Context: an optimization exercise on an open-source flow, tuned for small area and a short achievable clock period. The choices shown serve that exercise and are no tape-out recipe. Function was checked by simulation only, so behaviour that the tests miss may differ from the original. No driver is modelled on the clock port, so clock power and skew are understated where the tree is cut down; a real chip needs a root buffer or a tree. Power figures rest on the tool's default switching activity, not on a simulated workload.

==> flow/design.v <==
module reservation_station #(
    parameter RS_SIZE = 8,
    parameter PR_BITS = 6,
    parameter ROB_SIZE = 16,
    parameter ROB_BITS = $clog2(ROB_SIZE)
)(
    input  logic clk,
    input  logic rst,
    input  logic                  dispatch_en,
    input  logic [PR_BITS-1:0]    src1,
    input  logic [PR_BITS-1:0]    src2,
    input  logic [PR_BITS-1:0]    dst,
    input  logic                  src1_ready,
    input  logic                  src2_ready,
    input  logic                  use_imm,
    input  logic [31:0]           imm,
    input  logic [ROB_BITS-1:0]   alloc_rob_idx,
    input  logic                  dispatch_is_branch,
    input  logic [31:0]           dispatch_pc,
    input logic [1:0] dispatch_br_type,
    input  logic                  wb_valid,
    input  logic [PR_BITS-1:0]    wb_phys,
    input  logic                  issue_grant,
    output logic [1:0] issue_br_type,
    output logic                  issue_valid,
    output logic [PR_BITS-1:0]    issue_src1,
    output logic [PR_BITS-1:0]    issue_src2,
    output logic [PR_BITS-1:0]    issue_dst,
    output logic                  issue_use_imm,
    output logic [31:0]           issue_imm,
    output logic                  issue_is_branch,
    output logic [31:0]           issue_pc,
    output logic [ROB_BITS-1:0]   issue_rob_idx,
    output logic [$clog2(RS_SIZE)-1:0] issue_idx,
    output logic                  rs_full
);
    localparam int W = 3*PR_BITS + 1 + 32 + ROB_BITS + 1 + 32 + 2;
    localparam int NSEL = 6;
    logic [W-1:0] din;
    assign din = {src1, src2, dst, use_imm, imm, alloc_rob_idx,
                  dispatch_is_branch, dispatch_pc, dispatch_br_type};
    logic [RS_SIZE-1:0] rs_valid;
    logic [RS_SIZE-1:0] rs_rdy1;    
    logic [RS_SIZE-1:0] rs_rdy2;
    logic [W-1:0]       rs_data [RS_SIZE];
    logic [RS_SIZE-1:0] sel_q [NSEL];
    logic [RS_SIZE-1:0] sel;
    assign sel = sel_q[0];
    logic       valid_q, full_q;
    logic [2:0] idx_q;
    always_ff @(posedge clk) begin
        for (int i = 0; i < RS_SIZE; i++)
            if (!rs_valid[i])
                rs_data[i] <= din;
    end
    logic [RS_SIZE-1:0] free_oh, free_below;
    always_comb begin
        logic all_lower;
        all_lower = 1'b1;
        for (int i = 0; i < RS_SIZE; i++) begin
            free_oh[i]    = !rs_valid[i] && all_lower;
            free_below[i] = !all_lower;
            all_lower     = all_lower && rs_valid[i];
        end
    end
    logic disp_ok, rdy1_in, rdy2_in, disp_rdy;
    assign disp_ok  = dispatch_en && (dst != '0);
    assign rdy1_in  = src1_ready || (src1 == '0);
    assign rdy2_in  = src2_ready || (src2 == '0);
    assign disp_rdy = disp_ok && rdy1_in && rdy2_in;
    logic [RS_SIZE-1:0] keep, ok1, ok2, valid_n, rdy1_n, rdy2_n;
    always_comb begin
        for (int i = 0; i < RS_SIZE; i++) begin
            ok1[i]     = rs_rdy1[i] || (wb_valid && rs_data[i][W-1 -: PR_BITS] == wb_phys);
            ok2[i]     = rs_rdy2[i] || (wb_valid && rs_data[i][W-1-PR_BITS -: PR_BITS] == wb_phys);
            keep[i]    = rs_valid[i] && !(issue_grant && sel[i]);
            valid_n[i] = keep[i] || (disp_ok && free_oh[i]);
            rdy1_n[i]  = rs_valid[i] ? ok1[i] : rdy1_in;
            rdy2_n[i]  = rs_valid[i] ? ok2[i] : rdy2_in;
        end
    end
    logic [RS_SIZE-1:0] sel_n [NSEL];
    always_comb begin
        logic [RS_SIZE-1:0] r;
        logic lower;
        for (int k = 0; k < NSEL; k++) begin
            for (int i = 0; i < RS_SIZE; i++)
                case (k % 3)
                    0:       r[i] = (keep[i] && ok1[i]) && ok2[i];
                    1:       r[i] = keep[i] && (ok1[i] && ok2[i]);
                    default: r[i] = (keep[i] && ok2[i]) && ok1[i];
                endcase
            lower = 1'b0;
            for (int i = 0; i < RS_SIZE; i++) begin
                if (k < 3)
                    sel_n[k][i] = (r[i] && !lower && !(disp_rdy && free_below[i])) ||
                                  (disp_rdy && free_oh[i] && !lower);
                else
                    sel_n[k][i] = !lower && ((r[i] && !(disp_rdy && free_below[i])) ||
                                             (disp_rdy && free_oh[i]));
                lower = lower || r[i];
            end
        end
    end
    always_ff @(posedge clk or posedge rst) begin
        if (rst) begin
            rs_valid <= '0;
            for (int k = 0; k < NSEL; k++) sel_q[k] <= '0;
            valid_q  <= 1'b0;
            idx_q    <= '0;
            full_q   <= 1'b0;
        end else begin
            rs_valid <= valid_n;
            for (int k = 0; k < NSEL; k++) sel_q[k] <= sel_n[k];
            valid_q  <= |sel_n[0];
            idx_q    <= {sel_n[0][4] | sel_n[0][5] | sel_n[0][6] | sel_n[0][7],
                         sel_n[0][2] | sel_n[0][3] | sel_n[0][6] | sel_n[0][7],
                         sel_n[0][1] | sel_n[0][3] | sel_n[0][5] | sel_n[0][7]};
            full_q   <= &valid_n;
        end
    end
    always_ff @(posedge clk) begin
        rs_rdy1 <= rdy1_n;
        rs_rdy2 <= rdy2_n;
    end
    logic [W-1:0] dout;
    always_comb begin
        dout = '0;
        for (int i = 0; i < RS_SIZE; i++)
            for (int b = 0; b < W; b++)
                dout[b] = dout[b] | (sel_q[b % NSEL][i] & rs_data[i][b]);
    end
    assign {issue_src1, issue_src2, issue_dst, issue_use_imm, issue_imm, issue_rob_idx,
            issue_is_branch, issue_pc, issue_br_type} = dout;
    assign issue_valid = valid_q;
    assign issue_idx   = idx_q;
    assign rs_full     = full_q;
endmodule
Settings: LEC_CHECK=0, CAP_MARGIN=20, CORE_MARGIN=2, CORE_UTILIZATION=65, PLACE_DENSITY=0.75, SETUP_SLACK_MARGIN=2.3, SLEW_MARGIN=20, TNS_END_PERCENT=5; clock period 4.5 ns.
standard.sh (not shown) runs the stock make flow with config.mk's settings and CLKGATE_MAP_FILE= SYNTH_SCRIPT=/design/flow/synth_recipe.tcl, a recipe that flattens the netlist after the stock synthesis.
==> flow/flow/run.sh <==
#!/bin/bash
# Standard ORFS layout, with plain buffers on the ports instead of the
# delay-cell buffers that buffer_ports picks by default, extra settings from
# flow/extra.mk, and flow/post_cts.tcl run at the end of CTS.
set -euo pipefail
EXTRA=()
[[ -f flow/extra.mk ]] && while IFS= read -r l; do [[ -n "$l" ]] && EXTRA+=("$l"); done < flow/extra.mk
bash standard.sh "BUFFER_PORTS_ARGS=-buffer_cell sky130_fd_sc_hd__buf_1" "POST_CTS_TCL=$PWD/flow/post_cts.tcl" "${EXTRA[@]}" finish > flow_standard.log 2>&1
==> flow/flow/extra.mk <==
CTS_ARGS=-sink_clustering_enable -repair_clock_nets -dont_use_dummy_load -sink_clustering_size 24 -sink_clustering_max_diameter 80
==> flow/flow/post_cts.tcl <==
set block [ord::get_db_block]
set root [$block findInst clkbuf_0_clk]
if {$root != "NULL"} {
  set in_net [[$root findITerm A] getNet]
  set out_net [[$root findITerm X] getNet]
  set loads {}
  foreach it [$out_net getITerms] {
    if {[$it getInst] != $root} { lappend loads $it }
  }
  if {[llength $loads] <= 4 && [llength [$out_net getBTerms]] == 0} {
    puts "post_cts: removing [$root getName], clock port now feeds [llength $loads] buffers"
    foreach it $loads {
      $it disconnect
      $it connect $in_net
    }
    odb::dbInst_destroy $root
    odb::dbNet_destroy $out_net
    estimate_parasitics -placement
    repair_timing_helper
    detailed_placement
    check_placement -verbose
  } else {
    puts "post_cts: root buffer kept ([llength $loads] loads)"
  }
}
Change:
--- a/flow/design.v
+++ b/flow/design.v
@@ -34,9 +34,9 @@
     output logic [$clog2(RS_SIZE)-1:0] issue_idx,
     output logic                  rs_full
 );
     localparam int W = 3*PR_BITS + 1 + 32 + ROB_BITS + 1 + 32 + 2;
-    localparam int NSEL = 6;
+    localparam int NSEL = 4;
     logic [W-1:0] din;
     assign din = {src1, src2, dst, use_imm, imm, alloc_rob_idx,
                   dispatch_is_branch, dispatch_pc, dispatch_br_type};
     logic [RS_SIZE-1:0] rs_valid;
@@ -45,10 +45,8 @@
     logic [W-1:0]       rs_data [RS_SIZE];
     logic [RS_SIZE-1:0] sel_q [NSEL];
     logic [RS_SIZE-1:0] sel;
     assign sel = sel_q[0];
-    logic       valid_q, full_q;
-    logic [2:0] idx_q;
     always_ff @(posedge clk) begin
         for (int i = 0; i < RS_SIZE; i++)
             if (!rs_valid[i])
                 rs_data[i] <= din;
@@ -78,46 +76,49 @@
             rdy1_n[i]  = rs_valid[i] ? ok1[i] : rdy1_in;
             rdy2_n[i]  = rs_valid[i] ? ok2[i] : rdy2_in;
         end
     end
+    function automatic logic lower_below(input logic [RS_SIZE-1:0] v, input int n);
+        lower_below = 1'b0;
+        for (int j = 0; j < RS_SIZE; j++)
+            if (j < n) lower_below = lower_below || v[j];
+    endfunction
     logic [RS_SIZE-1:0] sel_n [NSEL];
     always_comb begin
-        logic [RS_SIZE-1:0] r;
-        logic lower;
+        logic [RS_SIZE-1:0] r, rd, pn, pd;
+        logic lower_n, lower_d;
         for (int k = 0; k < NSEL; k++) begin
-            for (int i = 0; i < RS_SIZE; i++)
+            for (int i = 0; i < RS_SIZE; i++) begin
                 case (k % 3)
                     0:       r[i] = (keep[i] && ok1[i]) && ok2[i];
                     1:       r[i] = keep[i] && (ok1[i] && ok2[i]);
                     default: r[i] = (keep[i] && ok2[i]) && ok1[i];
                 endcase
-            lower = 1'b0;
+                rd[i] = r[i] || free_oh[i];
+            end
+            lower_n = 1'b0;
+            lower_d = 1'b0;
             for (int i = 0; i < RS_SIZE; i++) begin
-                if (k < 3)
-                    sel_n[k][i] = (r[i] && !lower && !(disp_rdy && free_below[i])) ||
-                                  (disp_rdy && free_oh[i] && !lower);
-                else
-                    sel_n[k][i] = !lower && ((r[i] && !(disp_rdy && free_below[i])) ||
-                                             (disp_rdy && free_oh[i]));
-                lower = lower || r[i];
+                pn[i] = r[i] && !lower_n;
+                pd[i] = rd[i] && !lower_d;
+                lower_n = lower_n || r[i];
+                lower_d = lower_d || rd[i];
             end
+            if (k < 3)
+                sel_n[k] = disp_rdy ? pd : pn;
+            else
+                for (int i = 0; i < RS_SIZE; i++)
+                    sel_n[k][i] = (pn[i] && !(disp_rdy && free_below[i])) ||
+                                  (disp_rdy && free_oh[i] && (pn[i] || !lower_below(r, i)));
         end
     end
     always_ff @(posedge clk or posedge rst) begin
         if (rst) begin
             rs_valid <= '0;
             for (int k = 0; k < NSEL; k++) sel_q[k] <= '0;
-            valid_q  <= 1'b0;
-            idx_q    <= '0;
-            full_q   <= 1'b0;
         end else begin
             rs_valid <= valid_n;
             for (int k = 0; k < NSEL; k++) sel_q[k] <= sel_n[k];
-            valid_q  <= |sel_n[0];
-            idx_q    <= {sel_n[0][4] | sel_n[0][5] | sel_n[0][6] | sel_n[0][7],
-                         sel_n[0][2] | sel_n[0][3] | sel_n[0][6] | sel_n[0][7],
-                         sel_n[0][1] | sel_n[0][3] | sel_n[0][5] | sel_n[0][7]};
-            full_q   <= &valid_n;
         end
     end
     always_ff @(posedge clk) begin
         rs_rdy1 <= rdy1_n;
@@ -131,8 +132,10 @@
                 dout[b] = dout[b] | (sel_q[b % NSEL][i] & rs_data[i][b]);
     end
     assign {issue_src1, issue_src2, issue_dst, issue_use_imm, issue_imm, issue_rob_idx,
             issue_is_branch, issue_pc, issue_br_type} = dout;
-    assign issue_valid = valid_q;
-    assign issue_idx   = idx_q;
-    assign rs_full     = full_q;
+    assign issue_valid = |sel_q[3];
+    assign issue_idx   = {sel_q[2][4] | sel_q[2][5] | sel_q[2][6] | sel_q[2][7],
+                          sel_q[1][2] | sel_q[1][3] | sel_q[1][6] | sel_q[1][7],
+                          sel_q[0][1] | sel_q[0][3] | sel_q[0][5] | sel_q[0][7]};
+    assign rs_full     = &rs_valid;
 endmodule
What happened: The new run produced a clean layout. First-iteration DRC count went up by 26%. Global-route usage went up by 2.4 points. Synthesized area went down by 0.73%. Synthesized cell count went down by 1.2%. Clock skew went up by 5.2 ps. Die area went down by 0.72%. Setup slack gains 150 ps. Total power went up by 4.8%.

port drivers added, routing unchanged:
The flow's constraints put no driver on any port. The routed layouts listed below were extracted and timed again, unchanged, in two steps.
Step 1 sets driving cells, clkbuf_16 on the clock port and buf_2 on the other inputs (assumed; they add their load-dependent delay and slew).
Step 2 times the ports against the registers' clock, not the clock port: input delays grow and output delays shrink by t, the midpoint of the rising clock arrivals with the driver on.
a / b / c = ideal ports / drivers / drivers and shift; a / b = the first two.
| run | shift t [ns] | setup slack, ns | worst register clock-pin slew, ns |
|---|---|---|---|
| the first run | 0.502 | 1.704 / 1.769 / 1.266 | 0.09 / 0.09 |
| the second run | 0.498 | 1.851 / 1.733 / 1.499 | 0.10 / 0.10 |
After both steps setup and hold are still met in every run listed. For the first run, which loses most, drivers alone change the setup slack by +0.065 ns; drivers and shift together by -0.438 ns.
